From an optimization exercise on the open Yosys and OpenROAD flow, aimed at small area; shortcuts taken in it are not production practice. Where RTL was checked, it was by simulation tests only, not by an equivalence proof against the original.

==> flow/design.v <==
module HR_estimator #(
        parameter CLK_FREQ = 200,
        parameter NUM_PEAKS = 4
)(
    input  wire        clk,
    input  wire        rst,
    input  wire        sample_en,
    input  signed [7:0] Xin,
    output wire [31:0] bpm
);
    wire [10:0] Y;
    wire [9:0]  mx;
    wire        pd, clr, idle;
    wire [13:0] q;
    hr_pre  u_pre  (.clk(clk), .rst(rst), .se(sample_en), .Xin(Xin), .clr(clr),
                    .idle(idle), .Y(Y));
    hr_peak u_peak (.clk(clk), .rst(rst), .se(sample_en), .Y(Y), .mx(mx), .pd(pd));
    hr_ring u_ring (.clk(clk), .rst(rst), .se(sample_en), .H(Y[10:1]), .mx(mx),
                    .idle(idle), .clr(clr));
    hr_rr   u_rr   (.clk(clk), .rst(rst), .se(sample_en), .pd(pd), .clr(clr), .q(q));
    assign bpm = {18'd0, q};
endmodule
module hr_pre (
    input  wire        clk,
    input  wire        rst,
    input  wire        se,
    input  signed [7:0] Xin,
    input  wire        clr,       
    input  wire        idle,      
    output reg  [10:0] Y
);
    reg signed [7:0] xp;
    reg  [4:0] act;       
    wire signed [8:0] dx = Xin - xp;
    wire [8:0] dxa = dx[8] ? -dx : dx;
    wire flat = dxa <= 9'd20;
    wire sleep = (act == 5'd17);
    wire pre = se & ~sleep;
    always @(posedge clk or posedge rst) begin
        if (rst) begin
            xp  <= 8'sd0;
            act <= 5'd0;
        end else if (se) begin
            xp <= Xin;
            if (sleep)             act <= flat ? 5'd17 : 5'd0;
            else if (act == 5'd16) act <= 5'd17;
            else                   act <= flat ? act + 5'd1 : 5'd0;
        end
    end
    reg  [7:0] dr [0:5];
    reg  [2:0] c6;
    reg  [2:0] st;        
    reg signed [10:0] acc;
    wire [7:0] dt = dr[5];
    wire       dins = (st == 3'd1) & (c6 == 3'd0);
    integer i;
    always @(posedge clk) begin
        for (i = 5; i > 0; i = i - 1)
            dr[i] <= dr[i-1];
        dr[0] <= clr ? 8'd0 : (dins ? xp : dt);
        if (clr) c6 <= 3'd0;
        else if (!dins) c6 <= (c6 == 3'd5) ? 3'd0 : c6 + 3'd1;
    end
    wire        dbl = (st == 3'd2) | (st == 3'd4);
    wire        neg = (st == 3'd3) | (st == 3'd4);
    wire [10:0] opd = dbl ? {{2{dt[7]}}, dt, 1'b0} : {{3{dt[7]}}, dt};
    wire [10:0] sum = (dins ? 11'd0 : acc) + (neg ? ~opd : opd) + {10'd0, neg};
    always @(posedge clk)
        if (dins | (st == 3'd2) | (st == 3'd3) | (st == 3'd4)) acc <= sum;
    wire signed [7:0] dsh = acc[10:3];
    wire [6:0] rect = dsh[7] ? -dsh[6:0] : dsh[6:0];
    reg  [3:0] c2;
    reg  [6:0] w [0:15];
    wire       wins = (st == 3'd5) & (c2 == 4'd0) & idle;
    always @(posedge clk) begin
        for (i = 15; i > 0; i = i - 1)
            w[i] <= w[i-1];
        w[0] <= clr ? 7'd0 : (wins ? rect : w[15]);
        if (clr) c2 <= 4'd0;
        else if (!wins) c2 <= c2 + 4'd1;
    end
    always @(posedge clk or posedge rst) begin
        if (rst) begin
            st <= 3'd0;
            Y  <= 11'd0;
        end else begin
            if (pre) st <= 3'd1;
            else if (dins | (st == 3'd2) | (st == 3'd3) | (st == 3'd4)) st <= st + 3'd1;
            else if (wins) st <= 3'd0;
            if (wins) Y <= Y + rect - w[15];
        end
    end
endmodule
module hr_peak (
    input  wire        clk,
    input  wire        rst,
    input  wire        se,
    input  wire [10:0] Y,
    input  wire [9:0]  mx,        
    output reg         pd
);
    reg  [9:0] thr, mv;           
    reg  [5:0] ps;                
    reg  [3:0] tcnt;
    wire slow = (ps == 6'd51);
    wire raw = {1'b0, Y} > ({2'b0, thr} + 12'd50);
    wire heavy = ~slow | (tcnt == 4'd7);
    always @(posedge clk or posedge rst) begin
        if (rst) begin
            thr <= 0; mv <= 0; pd <= 0; ps <= 0; tcnt <= 0;
        end else if (se) begin
            pd <= raw;
            tcnt <= tcnt + 4'd1;
            if (slow)             ps <= raw ? 6'd0 : 6'd51;
            else if (ps == 6'd50) ps <= 6'd51;
            else                  ps <= raw ? 6'd0 : ps + 6'd1;
            if (heavy) begin
                thr <= mv;
                mv  <= mx;
            end
        end
    end
endmodule
module hr_ring (
    input  wire        clk,
    input  wire        rst,
    input  wire        se,
    input  wire [9:0]  H,
    output reg  [9:0]  mx,
    output wire        idle,
    output reg         clr
);
    localparam NW = 198;                    
    reg  [3:0] r [0:NW-1];
    reg  [7:0] c;                           
    reg  [1:0] f;                           
    reg  [1:0] mode;                        
    reg        fs;                          
    reg  [9:0] V;                           
    reg  [8:0] z;                           
    wire [3:0] tap = r[NW-1];
    wire       start = (mode == 2'd1) & (c == 8'd0);
    assign idle = (mode == 2'd0);
    wire [9:0]  X  = start ? mx : V;
    wire [10:0] Dx = {1'b0, X} - {1'b0, H};
    wire        lo = Dx[10];                
    wire [9:0]  v0 = lo ? H : X;
    wire [9:0]  Dv = lo ? 10'd0 : Dx[9:0];  
    wire [8:0]  z0 = start ? 9'd0 : z;
    wire        Dhi = |Dv[9:3];
    wire        zhi = (z0[8:3] == 6'b011111);    
    wire        z256 = (z0 == 9'd256);
    reg  [3:0] ow;
    reg  [1:0] m;
    reg  [2:0] o, zc;       
    reg  [2:0] oat;         
    reg        fsn, fnext, fhere;
    reg  [1:0] fl;
    integer k;
    always @(*) begin
        ow = tap; o = 3'd0; zc = 3'd0; oat = 3'd0; fsn = start ? 1'b0 : fs;
        m = start ? 2'd2 : mode; fhere = 1'b0; fnext = 1'b0; fl = f;
        for (k = 0; k < 4; k = k + 1) begin
            if (!(start && k < f)) begin
                if (m == 2'd2) begin
                    if (!tap[k]) begin
                        zc = zc + 3'd1;
                        if (!fsn && (z0[8:2] == 7'd0) && (z0[1:0] + zc == 3'd2)) begin
                            fsn = 1'b1; oat = o; fhere = 1'b1; fl = k;
                        end
                    end else begin
                        o = o + 3'd1;
                    end
                    if ((!Dhi && Dv[2:0] == o) || (zhi && ({1'b0, z0[2:0]} + zc == 4'd8))) begin
                        m = 2'd3;
                        if (!fsn) begin
                            fsn = 1'b1; oat = o;
                            if (k == 3) begin fnext = 1'b1; fl = 2'd0; end
                            else begin fhere = 1'b1; fl = k + 1; end
                        end
                    end
                end else if (m == 2'd3) begin
                    if (Dhi || Dv[2:0] > o) begin
                        ow[k] = 1'b1; o = o + 3'd1;
                    end else if (!((z256 && zc == 3'd1) || (zhi && ({1'b0, z0[2:0]} + zc == 4'd9)))) begin
                        ow[k] = 1'b0; zc = zc + 3'd1;
                    end else begin
                        m = 2'd0;
                    end
                end
            end
        end
        if (m == 2'd3 && !(Dhi || Dv[2:0] > o) &&
            ((z256 && zc == 3'd1) || (zhi && ({1'b0, z0[2:0]} + zc == 4'd9))))
            m = 2'd0;
    end
    wire busy = start | mode[1];
    integer j;
    always @(posedge clk) begin
        for (j = NW-1; j > 0; j = j - 1)
            r[j] <= r[j-1];
        r[0] <= clr ? 4'd0 : (busy ? ow : tap);
        if (clr) f <= 2'd0;
        if (busy) begin
            V <= v0 - {7'd0, o};
            z <= z0 + {6'd0, zc};
            fs <= fsn;
            f <= fl;
        end
    end
    always @(posedge clk or posedge rst) begin
        if (rst) begin
            clr <= 1'b1; c <= 8'd0; mode <= 2'd0; mx <= 10'd0;
        end else begin
            if (clr & (c == NW-1)) clr <= 1'b0;
            if (busy & fhere)      c <= 8'd1;
            else if (busy & fnext) c <= 8'd0;
            else                   c <= (c == NW-1) ? 8'd0 : c + 8'd1;
            if (busy) begin
                mode <= m;
                if (fhere | fnext) mx <= v0 - {7'd0, oat};
            end else if (se) begin
                mode <= 2'd1;
            end
        end
    end
endmodule
module hr_rr (
    input  wire        clk,
    input  wire        rst,
    input  wire        se,
    input  wire        pd,
    input  wire        clr,
    output reg  [13:0] q
);
    reg  [18:0] tr, cr;
    reg  [4:0]  p;
    reg         ppd, done, pz, pend, act, cya, cyb, sh, run, dpend;
    reg  [1:0]  icnt, op;       
    reg  [3:0]  dc;
    wire rise = pd & ~ppd;
    wire go   = pend & (p == 5'd0);
    wire en   = go | act;
    wire p0   = (p == 5'd0);
    wire tb   = tr[18];
    wire cb   = cr[18];
    wire low  = ~p[4];                           
    wire [13:0] DIVIDEND = 14'd12000;
    wire tsub = (op == 2'd1);
    wire tadd = (op[0] & ~tsub) | tsub;          
    wire ta_b = cb ^ tsub;
    wire ta_c = p0 ? tsub : cya;
    wire tnew = tb ^ ta_b ^ ta_c;
    wire first = (dc == 4'd13);
    wire rold  = cb & ~first;
    wire dsub  = first | q[0];
    wire da    = p0 ? DIVIDEND[dc] : sh;
    wire db    = (low & tr[16]) ^ dsub;
    wire dcin  = p0 ? dsub : cyb;
    wire dsum  = da ^ db ^ dcin;
    wire icin  = p0 | cyb;
    wire cinc  = low & (cb ^ icin);
    always @(posedge clk) begin
        p <= (p == 5'd18 || clr) ? 5'd0 : p + 5'd1;
        tr <= {tr[17:0], clr ? 1'b0 : ((en & tadd) ? tnew : tb)};
        cr <= {cr[17:0], clr ? 1'b0 : (run ? dsum : (en ? cinc : cb))};
        cya <= (tb & ta_b) | (tb & ta_c) | (ta_b & ta_c);
        cyb <= run ? ((da & db) | (da & dcin) | (db & dcin)) : (cb & icin);
        sh  <= rold;
        if (run) begin
            if (p == 5'd18) dc <= dc - 4'd1;
        end else dc <= 4'd13;
    end
    always @(posedge clk or posedge rst) begin
        if (rst) begin
            ppd <= 0; done <= 0; pz <= 1'b1; icnt <= 0; pend <= 0; act <= 0;
            op <= 0; run <= 0; q <= 0; dpend <= 0;
        end else begin
            if (go) pend <= 1'b0;
            if (go) act <= 1'b1;
            else if (p == 5'd18) act <= 1'b0;
            if (se && !done) begin
                ppd  <= pd;
                pend <= 1'b1;
                op   <= !rise ? 2'd0 : pz ? 2'd1 : (icnt == 2'd3) ? 2'd3 : 2'd2;
                if (rise && !pz) begin
                    icnt <= icnt + 2'd1;
                    if (icnt == 2'd3) done <= 1'b1;
                end
            end
            if (en && op != 2'd0) begin
                if (op != 2'd3) begin
                    if (low) pz <= (p0 | pz) & ~cb;
                end else begin
                    if (p == 5'd2)                  pz <= tnew;
                    else if (p > 5'd2 && p < 5'd18) pz <= pz | tnew;
                    else if (p == 5'd18)            pz <= pz & ~tnew;
                end
            end
            if (done && se && icnt == 2'd0) begin
                icnt <= 2'd1;
                if (pz) dpend <= 1'b1;
            end
            if (dpend && p == 5'd18) begin
                dpend <= 1'b0;
                run <= 1'b1;
            end
            if (run && p == 5'd18) begin
                q <= {q[12:0], ~dsum};
                if (dc == 4'd0) run <= 1'b0;
            end
        end
    end
endmodule
Settings: LEC_CHECK=0, CAP_MARGIN=20, CORE_MARGIN=2, CORE_UTILIZATION=45, CTS_BUF_LIST=sky130_fd_sc_hd__clkbuf_8, CTS_CLUSTER_DIAMETER=50, CTS_CLUSTER_SIZE=20, PLACE_DENSITY=0.6, SLEW_MARGIN=20; clock period 650.0 ns.
standard.sh (not shown) runs the stock make flow with config.mk's settings and CLKGATE_MAP_FILE= SYNTH_SCRIPT=/design/flow/synth_recipe.tcl, a recipe that flattens the netlist after the stock synthesis.
==> flow/flow/run.sh <==
#!/bin/bash
# The standard layout (standard.sh, which runs the ORFS flow unchanged),
# with two settings passed through the environment:
#  - the clock tree is built without dummy loads (CTS -dont_use_dummy_load);
#  - ports are buffered with the smallest buffer.
# Each tool's full output goes to standard_run.log in this folder.
set -euo pipefail
export CTS_ARGS="-sink_clustering_enable -repair_clock_nets -dont_use_dummy_load -sink_clustering_size 20 -sink_clustering_max_diameter 50 -buf_list sky130_fd_sc_hd__clkbuf_8"
export BUFFER_PORTS_ARGS="-buffer_cell sky130_fd_sc_hd__buf_1"
bash standard.sh > standard_run.log 2>&1
The first run went through all stages and came out clean.
Then changed:
--- a/flow/design.v
+++ b/flow/design.v
@@ -127,5 +127,5 @@
     input  wire        se,
     input  wire [9:0]  H,
-    output reg  [9:0]  mx,
+    output wire [9:0]  mx,
     output wire        idle,
     output reg         clr
@@ -139,10 +139,12 @@
     reg  [9:0] V;                           
     reg  [8:0] z;                           
+    reg  [2:0] oatr;                        
     wire [3:0] tap = r[NW-1];
     wire       start = (mode == 2'd1) & (c == 8'd0);
     assign idle = (mode == 2'd0);
-    wire [9:0]  X  = start ? mx : V;
+    reg  [9:0]  mxr;                        
+    wire [9:0]  X  = mode[1] ? V : mxr;
     wire [10:0] Dx = {1'b0, X} - {1'b0, H};
-    wire        lo = Dx[10];                
+    wire        lo = Dx[10] & mode[0];      
     wire [9:0]  v0 = lo ? H : X;
     wire [9:0]  Dv = lo ? 10'd0 : Dx[9:0];  
@@ -150,5 +152,4 @@
     wire        Dhi = |Dv[9:3];
     wire        zhi = (z0[8:3] == 6'b011111);    
-    wire        z256 = (z0 == 9'd256);
     reg  [3:0] ow;
     reg  [1:0] m;
@@ -158,4 +159,6 @@
     reg  [1:0] fl;
     integer k;
+    wire [9:0] zn = {1'b0, z0} + {7'd0, zc};
+    wire       zdone = zn[8] & (|zn[7:0] | zn[9]);    
     always @(*) begin
         ow = tap; o = 3'd0; zc = 3'd0; oat = 3'd0; fsn = start ? 1'b0 : fs;
@@ -166,5 +169,5 @@
                     if (!tap[k]) begin
                         zc = zc + 3'd1;
-                        if (!fsn && (z0[8:2] == 7'd0) && (z0[1:0] + zc == 3'd2)) begin
+                        if (!fsn && !(start && k == f)) begin
                             fsn = 1'b1; oat = o; fhere = 1'b1; fl = k;
                         end
@@ -183,16 +186,14 @@
                     if (Dhi || Dv[2:0] > o) begin
                         ow[k] = 1'b1; o = o + 3'd1;
-                    end else if (!((z256 && zc == 3'd1) || (zhi && ({1'b0, z0[2:0]} + zc == 4'd9)))) begin
-                        ow[k] = 1'b0; zc = zc + 3'd1;
                     end else begin
-                        m = 2'd0;
+                        ow[k] = 1'b0; zc = zc + 3'd1;
                     end
                 end
             end
         end
-        if (m == 2'd3 && !(Dhi || Dv[2:0] > o) &&
-            ((z256 && zc == 3'd1) || (zhi && ({1'b0, z0[2:0]} + zc == 4'd9))))
-            m = 2'd0;
     end
+    wire [1:0] mnext = (m == 2'd3 && zdone) ? 2'd0 : m;
+    wire [9:0] vn = v0 - {7'd0, mode[1] | start ? o : oatr};
+    assign mx = vn;                         
     wire busy = start | mode[1];
     integer j;
@@ -203,5 +204,5 @@
         if (clr) f <= 2'd0;
         if (busy) begin
-            V <= v0 - {7'd0, o};
+            V <= vn;
             z <= z0 + {6'd0, zc};
             fs <= fsn;
@@ -211,5 +212,5 @@
     always @(posedge clk or posedge rst) begin
         if (rst) begin
-            clr <= 1'b1; c <= 8'd0; mode <= 2'd0; mx <= 10'd0;
+            clr <= 1'b1; c <= 8'd0; mode <= 2'd0; mxr <= 10'd0; oatr <= 3'd0;
         end else begin
             if (clr & (c == NW-1)) clr <= 1'b0;
@@ -218,8 +219,9 @@
             else                   c <= (c == NW-1) ? 8'd0 : c + 8'd1;
             if (busy) begin
-                mode <= m;
-                if (fhere | fnext) mx <= v0 - {7'd0, oat};
+                mode <= mnext;
+                if (fhere | fnext) begin mxr <= v0; oatr <= oat; end
             end else if (se) begin
                 mode <= 2'd1;
+                mxr <= vn; oatr <= 3'd0;
             end
         end
Result: The new run went through all stages and came out clean. Die area shrinks by 1.4%. Global-route usage shrinks by 0.52 points. Core utilization grows by 0.23 points. Setup slack gets better by 110 ps. Register-to-register slack gets better by 3200 ps. Synthesized area shrinks by 1.4%. Non-clock buffer count shrinks by 1.
Function not checked in the second run of this note: the RTL went through the layout flow alone.

## static timing again, ports no longer ideal
Ports are ideal in the flow. The routed layouts listed here were re-timed in OpenROAD. Step 1 (the two cells are an assumption about what drives the block):
set clk [get_ports {clk}]
set_driving_cell -lib_cell sky130_fd_sc_hd__clkbuf_16 $clk
set_driving_cell -lib_cell sky130_fd_sc_hd__buf_2 [delete_from_list [all_inputs] $clk]
Step 2 also shifts input and output timing later by t, the mid clock arrival at the registers, as if the neighbouring blocks saw the same clock. a / b / c = ideal ports / drivers / drivers and shift; a / b = the first two.
run | t, ns | slack for setup (ns) | hold slack, ns | latest minus earliest clock arrival (ns)
the first run | 0.712 | 517.019 / 517.019 / 516.307 | 0.253 / 0.253 / 0.253 | 0.156 / 0.157
the second run | 0.702 | 517.124 / 517.164 / 516.462 | 0.243 / 0.243 / 0.243 | 0.118 / 0.118
After both steps every run listed still meets setup and hold. For the first run, which loses most, drivers alone change the setup slack by 0.000 ns; drivers and shift together by -0.712 ns.
